What follows belongs to an exercise in optimizing a design on an open flow for a short achievable clock period and few clock cycles; a production flow would make more cautious choices.
Function was checked by simulation only, so behaviour that the tests miss may differ from the original.

==> inputs of 01-05 <==
Design riscv_forwarding_pipeline, start of the top module:
module riscv_forwarding_pipeline #(parameter INITIAL_PC = 32'h00400000)
(clk, rst, instruction, dReadData, PC, iMemRead, dAddress, dWriteData, MemRead, MemWrite);
Settings: LEC_CHECK=0, CAP_MARGIN=20, CORE_MARGIN=2, CORE_UTILIZATION=40, SETUP_SLACK_MARGIN=4.4, SLEW_MARGIN=20; clock period 7.0 ns.
standard.sh (not shown) runs the stock make flow with config.mk's settings and CLKGATE_MAP_FILE= SYNTH_SCRIPT=/design/flow/synth_recipe.tcl, a recipe that flattens the netlist after the stock synthesis.
==> flow/flow/run.sh <==
#!/bin/bash
# Layout flow: the standard ORFS flow (standard.sh) with two changes:
#  - synthesis without ADDER_MAP_FILE, so Yosys does not extract full/half
#    adder cells and ABC maps the adders like the rest of the logic
#    (registers, their names and cell types are those of the standard
#    synthesis);
#  - the buffers that global placement puts on every input and output port
#    are buf_4 cells instead of the flow's default choice.
set -euo pipefail
bash standard.sh ADDER_MAP_FILE= "BUFFER_PORTS_ARGS=-buffer_cell sky130_fd_sc_hd__buf_4" finish > flow_make.log 2>&1
==> 07-19: changes against 01-05 <==
--- a/flow/design.v
+++ b/flow/design.v
@@ -125,12 +125,13 @@
     logic        ex_tgt_up, ex_tgt_dn;        
     logic [31:0] ex_pc;                       
     logic [BTB_N-1:0] ex_hitv;
     logic        ex_add, ex_sub, ex_and, ex_or, ex_xor, ex_slt;
     logic        ex_cbr, ex_fix, ex_ld, ex_st, ex_wr, ex_go;
     logic        ex_cbr_r, ex_fix_r, ex_ld_r, ex_st_r, ex_wr_r, ex_kill;
+    logic        ex_hifix_r, ex_hifix;        
     logic [4:0]  ex_rd;
     logic        la0, la1, lb0, lb1, ls0, ls1;
     logic [31:0] mem_res, dq_addr, dq_wdata;
     logic        mem_ld, mem_st, mem_wr;
     logic [4:0]  mem_rd;
     logic [31:0] wb_res;
@@ -146,17 +147,18 @@
     alu my_alu(.op1(ex_a), .op2(ex_b), .lop1(opf_a), .lop2(opf_b),
                .op_add(ex_add), .op_sub(ex_sub), .op_and(ex_and),
                .op_or(ex_or), .op_xor(ex_xor), .op_slt(ex_slt),
                .sum(ex_sum), .result(ex_result));
     assign ex_cbr = ex_cbr_r && !ex_kill;
     assign ex_fix = ex_fix_r && !ex_kill;
+    assign ex_hifix = ex_hifix_r && !ex_kill;
     assign ex_ld  = ex_ld_r  && !ex_kill;
     assign ex_st  = ex_st_r  && !ex_kill;
     assign ex_wr  = ex_wr_r  && !ex_kill;
     assign ex_taken    = ex_cbr && (ex_a == ex_b);
-    assign ex_redirect = ex_go && (ex_taken || ex_fix);
+    assign ex_redirect = ex_go && (ex_taken || ex_fix || ex_hifix);
     logic [6:0]  d_op;
     logic [2:0]  d_f3;
     logic [4:0]  d_rs1, d_rs2, d_rd;
     logic        d_is_r, d_is_i, d_is_ld, d_is_st, d_is_br, d_dk, d_logic;
     logic        d_use1, d_use2, d_wr, d_alusrc, d_slow1, d_slow2;
     logic [31:0] d_iimm, d_simm, d_imm, d_tgt;
@@ -219,13 +221,13 @@
     logic mem_zero, wb_zero, d_zt;
     assign mem_zero = (mem_res == 32'h0);
     assign d_zt = d_is_br && (d_rs2 == 5'd0) &&
                   ((m2a && !mem_ld && mem_zero) || (w3a && !wb_ld && wb_zero));
     logic d_adv, d_redirect, d_mismatch;
     assign d_adv      = d_valid && !stall;
-    assign d_redirect = d_adv && !d_pred && (d_dk || d_zt) && d_hi_same;
+    assign d_redirect = d_adv && !d_pred && (d_dk || d_zt);
     assign d_mismatch = d_pred && (instruction != d_pred_word || pc_d[31:TAG_HI+1] != d_pred_hi);
     logic haz_one, haz_two;
     assign haz_two = ex_ld && ((e1a && d_slow1) || (e1b && d_slow2));
     assign haz_one = ex_ld && ((e1a && d_use1) || (e1b && d_use2)) ||
                      mem_ld && ((m2a && d_slow1) || (m2b && d_slow2));
     logic [BTB_N-1:0] f_hitv;
@@ -241,13 +243,13 @@
             btb_t = btb_t | ({32{f_hitv[i]}} & btb_tgt[i]);
             btb_w = btb_w | ({32{f_hitv[i]}} & btb_word[i]);
             btb_h = btb_h | ({(31-TAG_HI){f_hitv[i]}} & btb_hi[i]);
         end
     end
     assign btb_hit = |f_hitv;
-    assign d_redir_raw = d_valid && !d_pred && (d_dk || d_zt) && d_hi_same;
+    assign d_redir_raw = d_valid && !d_pred && (d_dk || d_zt);
     logic        exr, dr;
     logic [31:0] ex_target, pc_hold_f, pc_hold_o;
     assign exr       = ex_redirect && !rst;
     assign dr        = d_redir_raw && !stall && !rst;
     logic [31:13] ex_hi_inc, ex_hi_dec;
     inc_dec #(19, 5) ex_hi_id(.x(ex_pc[31:13]), .inc(ex_hi_inc), .dec(ex_hi_dec));
@@ -265,13 +267,13 @@
     always_ff @(posedge clk)
         pc_out <= exr ? ex_target : dr ? d_tgt : pc_hold_o;
     always_ff @(posedge clk) begin
         if (rst)
             bw_en <= 1'b0;
         else
-            bw_en <= d_redirect && d_dk;
+            bw_en <= d_redirect && d_dk && d_hi_same;
         bw_tag  <= pc_d[TAG_HI:TAG_LO];
         bw_tgt  <= d_tgt;
         bw_word <= instruction;
         bw_hi   <= pc_d[31:TAG_HI+1];
     end
     always_ff @(posedge clk) begin
@@ -356,13 +358,13 @@
         hold_a  <= tk_a  ? ex_result : oth_ha;
         hold_b  <= tk_b  ? ex_result : oth_hb;
         hold_sd <= tk_sd ? ex_result : oth_hs;
     end
     always_ff @(posedge clk) begin
         if (rst) begin
-            ex_cbr_r <= 1'b0; ex_fix_r <= 1'b0; ex_ld_r <= 1'b0; ex_st_r <= 1'b0; ex_wr_r <= 1'b0;
+            ex_cbr_r <= 1'b0; ex_fix_r <= 1'b0; ex_hifix_r <= 1'b0; ex_ld_r <= 1'b0; ex_st_r <= 1'b0; ex_wr_r <= 1'b0;
             ex_kill <= 1'b0;
             ex_go <= 1'b1;
             la0 <= 1'b0; la1 <= 1'b0; lb0 <= 1'b0; lb1 <= 1'b0; ls0 <= 1'b0; ls1 <= 1'b0;
         end else if (stall) begin
             la0 <= la1; la1 <= 1'b0;
             lb0 <= lb1; lb1 <= 1'b0;
@@ -380,13 +382,14 @@
             ex_tgt_dn  <= !d_tgt_lo[13] && instruction[31];
             ex_pc      <= pc_d;
             ex_hitv    <= d_hitv;
             ex_rd      <= d_rd;
             ex_add <= d_add; ex_sub <= d_sub; ex_and <= d_and;
             ex_or  <= d_or;  ex_xor <= d_xor; ex_slt <= d_slt;
-            ex_cbr_r <= d_adv && d_is_br && !d_pred && !((d_dk || d_zt) && d_hi_same);
+            ex_cbr_r <= d_adv && d_is_br && !d_pred && !(d_dk || d_zt);
+            ex_hifix_r <= d_redirect && !d_hi_same;
             ex_fix_r <= d_adv && d_mismatch;
             ex_ld_r  <= d_adv && d_is_ld;
             ex_st_r  <= d_adv && d_is_st;
             ex_wr_r  <= d_adv && d_wr;
             ex_kill  <= ex_redirect;
             ex_go  <= !(d_adv && (haz_one || haz_two));
==> 10-09: changes against 01-05 <==
--- a/flow/design.v
+++ b/flow/design.v
@@ -125,12 +125,13 @@
     logic        ex_tgt_up, ex_tgt_dn;        
     logic [31:0] ex_pc;                       
     logic [BTB_N-1:0] ex_hitv;
     logic        ex_add, ex_sub, ex_and, ex_or, ex_xor, ex_slt;
     logic        ex_cbr, ex_fix, ex_ld, ex_st, ex_wr, ex_go;
     logic        ex_cbr_r, ex_fix_r, ex_ld_r, ex_st_r, ex_wr_r, ex_kill;
+    logic        ex_hifix_r, ex_hifix;        
     logic [4:0]  ex_rd;
     logic        la0, la1, lb0, lb1, ls0, ls1;
     logic [31:0] mem_res, dq_addr, dq_wdata;
     logic        mem_ld, mem_st, mem_wr;
     logic [4:0]  mem_rd;
     logic [31:0] wb_res;
@@ -139,24 +140,25 @@
     logic [31:0] wb_data;
     assign wb_data = wb_ld ? dReadData : wb_res;
     logic [31:0] opf_a, opf_b, opf_sd, ex_sum, ex_result;
     logic        ex_taken, ex_redirect;
     assign opf_a  = la0 ? dReadData : ex_a;
     assign opf_b  = lb0 ? dReadData : ex_b;
-    assign opf_sd = ls0 ? dReadData : ex_sd;
+    assign opf_sd = ls0 ? dReadData : fe_s ? mem_res : ex_sd;
     alu my_alu(.op1(ex_a), .op2(ex_b), .lop1(opf_a), .lop2(opf_b),
                .op_add(ex_add), .op_sub(ex_sub), .op_and(ex_and),
                .op_or(ex_or), .op_xor(ex_xor), .op_slt(ex_slt),
                .sum(ex_sum), .result(ex_result));
     assign ex_cbr = ex_cbr_r && !ex_kill;
     assign ex_fix = ex_fix_r && !ex_kill;
+    assign ex_hifix = ex_hifix_r && !ex_kill;
     assign ex_ld  = ex_ld_r  && !ex_kill;
     assign ex_st  = ex_st_r  && !ex_kill;
     assign ex_wr  = ex_wr_r  && !ex_kill;
     assign ex_taken    = ex_cbr && (ex_a == ex_b);
-    assign ex_redirect = ex_go && (ex_taken || ex_fix);
+    assign ex_redirect = ex_go && (ex_taken || ex_fix || ex_hifix);
     logic [6:0]  d_op;
     logic [2:0]  d_f3;
     logic [4:0]  d_rs1, d_rs2, d_rd;
     logic        d_is_r, d_is_i, d_is_ld, d_is_st, d_is_br, d_dk, d_logic;
     logic        d_use1, d_use2, d_wr, d_alusrc, d_slow1, d_slow2;
     logic [31:0] d_iimm, d_simm, d_imm, d_tgt;
@@ -182,17 +184,19 @@
     assign d_alusrc = d_is_i || d_is_ld || d_is_st;
     assign d_slow1  = d_use1 && !d_logic;
     assign d_slow2  = (d_is_r && !d_logic) || (d_is_br && !d_dk);
     assign d_iimm = {{20{instruction[31]}}, instruction[31:20]};
     assign d_simm = {{20{instruction[31]}}, instruction[31:25], instruction[11:7]};
     assign d_imm  = d_is_st ? d_simm : d_iimm;
-    logic d_hi_same;
+    logic       d_hi_same;
+    logic [10:0] d_tgt_f;
     assign d_boff = {instruction[31], instruction[7], instruction[30:25], instruction[11:8], 1'b0};
+    ks_add #(11, 4) tgt_fast(.a({1'b0, pc_d[9:0]}), .b({1'b0, d_boff[9:0]}), .cin(1'b0), .s(d_tgt_f));
     ks_add #(14, 4) tgt_add(.a({1'b0, pc_d[12:0]}), .b({1'b0, d_boff}), .cin(1'b0), .s(d_tgt_lo));
-    assign d_hi_same = (d_tgt_lo[13] == instruction[31]);
-    assign d_tgt     = {pc_d[31:13], d_tgt_lo[12:0]};
+    assign d_hi_same = (d_boff[12:10] == 3'b000 && !d_tgt_f[10]) || (d_boff[12:10] == 3'b111 && d_tgt_f[10]);
+    assign d_tgt     = {pc_d[31:10], d_tgt_f[9:0]};
     always_comb begin
         d_add = 1'b0; d_sub = 1'b0; d_and = 1'b0; d_or = 1'b0; d_xor = 1'b0; d_slt = 1'b0;
         if (d_is_r || d_is_i) begin
             case (d_f3)
                 3'b111: d_and = 1'b1;
                 3'b110: d_or  = 1'b1;
@@ -219,13 +223,13 @@
     logic mem_zero, wb_zero, d_zt;
     assign mem_zero = (mem_res == 32'h0);
     assign d_zt = d_is_br && (d_rs2 == 5'd0) &&
                   ((m2a && !mem_ld && mem_zero) || (w3a && !wb_ld && wb_zero));
     logic d_adv, d_redirect, d_mismatch;
     assign d_adv      = d_valid && !stall;
-    assign d_redirect = d_adv && !d_pred && (d_dk || d_zt) && d_hi_same;
+    assign d_redirect = d_adv && !d_pred && (d_dk || d_zt);
     assign d_mismatch = d_pred && (instruction != d_pred_word || pc_d[31:TAG_HI+1] != d_pred_hi);
     logic haz_one, haz_two;
     assign haz_two = ex_ld && ((e1a && d_slow1) || (e1b && d_slow2));
     assign haz_one = ex_ld && ((e1a && d_use1) || (e1b && d_use2)) ||
                      mem_ld && ((m2a && d_slow1) || (m2b && d_slow2));
     logic [BTB_N-1:0] f_hitv;
@@ -241,13 +245,13 @@
             btb_t = btb_t | ({32{f_hitv[i]}} & btb_tgt[i]);
             btb_w = btb_w | ({32{f_hitv[i]}} & btb_word[i]);
             btb_h = btb_h | ({(31-TAG_HI){f_hitv[i]}} & btb_hi[i]);
         end
     end
     assign btb_hit = |f_hitv;
-    assign d_redir_raw = d_valid && !d_pred && (d_dk || d_zt) && d_hi_same;
+    assign d_redir_raw = d_valid && !d_pred && (d_dk || d_zt);
     logic        exr, dr;
     logic [31:0] ex_target, pc_hold_f, pc_hold_o;
     assign exr       = ex_redirect && !rst;
     assign dr        = d_redir_raw && !stall && !rst;
     logic [31:13] ex_hi_inc, ex_hi_dec;
     inc_dec #(19, 5) ex_hi_id(.x(ex_pc[31:13]), .inc(ex_hi_inc), .dec(ex_hi_dec));
@@ -265,13 +269,13 @@
     always_ff @(posedge clk)
         pc_out <= exr ? ex_target : dr ? d_tgt : pc_hold_o;
     always_ff @(posedge clk) begin
         if (rst)
             bw_en <= 1'b0;
         else
-            bw_en <= d_redirect && d_dk;
+            bw_en <= d_redirect && d_dk && d_hi_same;
         bw_tag  <= pc_d[TAG_HI:TAG_LO];
         bw_tgt  <= d_tgt;
         bw_word <= instruction;
         bw_hi   <= pc_d[31:TAG_HI+1];
     end
     always_ff @(posedge clk) begin
@@ -325,44 +329,53 @@
             fetch_en <= !(stall2 || (d_adv && (haz_one || haz_two)));
         end
     end
     assign iMemRead = fetch_en;
     logic [31:0] hold_a, hold_b, hold_sd;         
     logic [31:0] oth_a, oth_b, oth_sd, oth_ha, oth_hb, oth_hs;
-    logic        tk_a, tk_b, tk_sd;                   
+    logic        tk_a, tk_b;                          
+    logic        fe_a, fe_b, fe_s;
     assign tk_a  = !stall && e1a;
     assign tk_b  = !stall && e1b && !d_alusrc;
-    assign tk_sd = !stall && e1b;
-    logic        ns, nsb;
-    assign ns  = !stall;
-    assign nsb = !stall && !d_alusrc;
-    assign oth_a  = ({32{ns && m2a}} & mem_res) | ({32{ns && w3a}} & wb_data) | ({32{ns && rfa}} & rf_a) |
-                    ({32{stall && la0}} & dReadData) | ({32{stall && !la0}} & hold_a);
-    assign oth_ha = ({32{ns && m2a}} & mem_res) | ({32{ns && w3a}} & wb_data) | ({32{ns && rfa}} & rf_a) |
-                    ({32{stall && la0}} & dReadData) | ({32{stall && !la0}} & ex_a);
-    assign oth_b  = ({32{nsb && m2b}} & mem_res) | ({32{nsb && w3b}} & wb_data) | ({32{nsb && rfb}} & rf_b) |
+    logic        ns, nsb, sm_a, sm_b, sm_s, sh_a, sh_b, sh_s;
+    assign ns   = !stall;
+    assign nsb  = !stall && !d_alusrc;
+    assign sm_a = stall && !la0 && fe_a;                  
+    assign sm_b = stall && !lb0 && fe_b;
+    assign sm_s = stall && !ls0 && fe_s;
+    assign sh_a = stall && !la0 && !fe_a;                 
+    assign sh_b = stall && !lb0 && !fe_b;
+    assign sh_s = stall && !ls0 && !fe_s;
+    assign oth_a  = ({32{(ns && m2a) || sm_a}} & mem_res) | ({32{ns && w3a}} & wb_data) | ({32{ns && rfa}} & rf_a) |
+                    ({32{stall && la0}} & dReadData) | ({32{sh_a}} & hold_a);
+    assign oth_ha = ({32{(ns && m2a) || sm_a}} & mem_res) | ({32{ns && w3a}} & wb_data) | ({32{ns && rfa}} & rf_a) |
+                    ({32{stall && la0}} & dReadData) | ({32{sh_a}} & ex_a);
+    assign oth_b  = ({32{(nsb && m2b) || sm_b}} & mem_res) | ({32{nsb && w3b}} & wb_data) | ({32{nsb && rfb}} & rf_b) |
                     ({32{ns && d_alusrc}} & d_imm) |
-                    ({32{stall && lb0}} & dReadData) | ({32{stall && !lb0}} & hold_b);
-    assign oth_hb = ({32{nsb && m2b}} & mem_res) | ({32{nsb && w3b}} & wb_data) | ({32{nsb && rfb}} & rf_b) |
+                    ({32{stall && lb0}} & dReadData) | ({32{sh_b}} & hold_b);
+    assign oth_hb = ({32{(nsb && m2b) || sm_b}} & mem_res) | ({32{nsb && w3b}} & wb_data) | ({32{nsb && rfb}} & rf_b) |
                     ({32{ns && d_alusrc}} & d_imm) |
-                    ({32{stall && lb0}} & dReadData) | ({32{stall && !lb0}} & ex_b);
-    assign oth_sd = ({32{ns && m2b}} & mem_res) | ({32{ns && w3b}} & wb_data) | ({32{ns && rfb}} & rf_b) |
-                    ({32{stall && ls0}} & dReadData) | ({32{stall && !ls0}} & hold_sd);
-    assign oth_hs = ({32{ns && m2b}} & mem_res) | ({32{ns && w3b}} & wb_data) | ({32{ns && rfb}} & rf_b) |
-                    ({32{stall && ls0}} & dReadData) | ({32{stall && !ls0}} & ex_sd);
+                    ({32{stall && lb0}} & dReadData) | ({32{sh_b}} & ex_b);
+    assign oth_sd = ({32{(ns && m2b) || sm_s}} & mem_res) | ({32{ns && w3b}} & wb_data) | ({32{ns && rfb}} & rf_b) |
+                    ({32{stall && ls0}} & dReadData) | ({32{sh_s}} & hold_sd);
+    assign oth_hs = ({32{(ns && m2b) || sm_s}} & mem_res) | ({32{ns && w3b}} & wb_data) | ({32{ns && rfb}} & rf_b) |
+                    ({32{stall && ls0}} & dReadData) | ({32{sh_s}} & ex_sd);
     always_ff @(posedge clk) begin
-        ex_a    <= tk_a  ? ex_result : oth_a;
-        ex_b    <= tk_b  ? ex_result : oth_b;
-        ex_sd   <= tk_sd ? ex_result : oth_sd;
-        hold_a  <= tk_a  ? ex_result : oth_ha;
-        hold_b  <= tk_b  ? ex_result : oth_hb;
-        hold_sd <= tk_sd ? ex_result : oth_hs;
+        ex_a    <= tk_a ? ex_result : oth_a;
+        ex_b    <= tk_b ? ex_result : oth_b;
+        ex_sd   <= oth_sd;
+        hold_a  <= oth_ha;
+        hold_b  <= oth_hb;
+        hold_sd <= oth_hs;
+        fe_a    <= tk_a;
+        fe_b    <= tk_b;
+        fe_s    <= !stall && e1b;
     end
     always_ff @(posedge clk) begin
         if (rst) begin
-            ex_cbr_r <= 1'b0; ex_fix_r <= 1'b0; ex_ld_r <= 1'b0; ex_st_r <= 1'b0; ex_wr_r <= 1'b0;
+            ex_cbr_r <= 1'b0; ex_fix_r <= 1'b0; ex_hifix_r <= 1'b0; ex_ld_r <= 1'b0; ex_st_r <= 1'b0; ex_wr_r <= 1'b0;
             ex_kill <= 1'b0;
             ex_go <= 1'b1;
             la0 <= 1'b0; la1 <= 1'b0; lb0 <= 1'b0; lb1 <= 1'b0; ls0 <= 1'b0; ls1 <= 1'b0;
         end else if (stall) begin
             la0 <= la1; la1 <= 1'b0;
             lb0 <= lb1; lb1 <= 1'b0;
@@ -380,13 +393,14 @@
             ex_tgt_dn  <= !d_tgt_lo[13] && instruction[31];
             ex_pc      <= pc_d;
             ex_hitv    <= d_hitv;
             ex_rd      <= d_rd;
             ex_add <= d_add; ex_sub <= d_sub; ex_and <= d_and;
             ex_or  <= d_or;  ex_xor <= d_xor; ex_slt <= d_slt;
-            ex_cbr_r <= d_adv && d_is_br && !d_pred && !((d_dk || d_zt) && d_hi_same);
+            ex_cbr_r <= d_adv && d_is_br && !d_pred && !(d_dk || d_zt);
+            ex_hifix_r <= d_redirect && !d_hi_same;
             ex_fix_r <= d_adv && d_mismatch;
             ex_ld_r  <= d_adv && d_is_ld;
             ex_st_r  <= d_adv && d_is_st;
             ex_wr_r  <= d_adv && d_wr;
             ex_kill  <= ex_redirect;
             ex_go  <= !(d_adv && (haz_one || haz_two));
==> flow_metrics.tcl <==
set metrics [dict create \
    status "finished clean" \
    fp.dieH_um 474.3 \
    cpMostUsedCell "buf_16" \
    start_util 0.4026 \
    wl_per_cell_um 32.04 \
    tap_cells 2958 \
    synthMuxAreaShare 0.1688 \
    slew_headroom 0.3387 \
    wirelength_um 320400 \
    core_um2 219700 \
    drt_iter0_drc 8785 \
    crit_slowest_cell "mux4_2" \
    ff2ff_path_depth 12 \
    synth_common_cells "edfxtp_1, mux4_2, a21oi_1, dfxtp_1, nor2_1" \
]
Source of the figures above: 07-19

==> flow_metrics.tcl <==
set metrics [dict create \
    start_util 0.4016 \
    synth_common_cells "edfxtp_1, a21oi_1, dfxtp_1, mux4_2, nand2_1" \
    fp.dieH_um 476.0 \
    wl_per_cell_um 33.18 \
    ff2ff_path_depth 10 \
    core_um2 221900 \
    slew_headroom 0.2908 \
    synthMuxAreaShare 0.1637 \
    tap_cells 2975 \
    status "finished clean" \
    cpMostUsedCell "buf_6" \
    wirelength_um 340100 \
    crit_slowest_cell "a2111oi_4" \
]
Source of the figures above: 01-05

==> flow_metrics.tcl <==
set metrics [dict create \
    start_util 0.4016 \
    ctsRootBufferMaster "clkbuf_16" \
    wirelength_um 325300 \
    synth_seq_cells 1932 \
    crit_slowest_cell "or3_4" \
    ff2ff_path_depth 13 \
    drive_above_1_share 0.3734 \
    synthMuxAreaShare 0.1611 \
    grt_pass1_wl_um 450600 \
    wl_per_cell_um 32.47 \
    core_um2 219100 \
    synth_common_cells "edfxtp_1, dfxtp_1, nand2_1, mux4_2, a21oi_1" \
    drv_slew 0 \
    fp.dieH_um 473.0 \
    tap_cells 2871 \
    status "finished clean" \
    drt_iter0_drc 8586 \
]
Source of the figures above: 10-09

Testbench counts of 01-05, summed over its fixed seeds: cycles 220,848.
Testbench counts of 07-19, summed over its fixed seeds: cycles 220,848.
Testbench counts of 10-09, summed over its fixed seeds: cycles 220,848.

separate check: timing with driven ports:
The results above use ideal ports. As a check the final layouts listed here were re-extracted and re-timed, cells and wires unchanged. Step 1, drivers: a clkbuf_16 drives clk and a buf_2 each remaining input, both assumed. Step 2 times the ports against the registers' clock, not the clock port: input delays grow and output delays shrink by t, the midpoint of the rising clock arrivals with the driver on. Three values: no drivers, after step 1, after step 2; two values: the first two.
| run | t, ns | slack for setup (ns) | hold WS [ns] | worst register clock-pin slew, ns | worst slew at a driven data input, ns |
|---|---|---|---|---|---|
| 01-05 | 0.940 | 3.818 / 3.474 / 2.535 | 0.401 / 0.401 / 0.401 | 0.07 / 0.07 | 0.62 |
| 07-19 | 0.929 | 3.713 / 3.364 / 2.434 | 0.382 / 0.382 / 0.382 | 0.07 / 0.07 | 0.50 |
| 10-09 | 0.952 | 3.902 / 3.499 / 2.547 | 0.399 / 0.399 / 0.399 | 0.07 / 0.07 | 0.64 |
After both steps every run listed still meets setup and hold. For 10-09, which loses most, drivers alone change the setup slack by -0.403 ns; drivers and shift together by -1.355 ns.
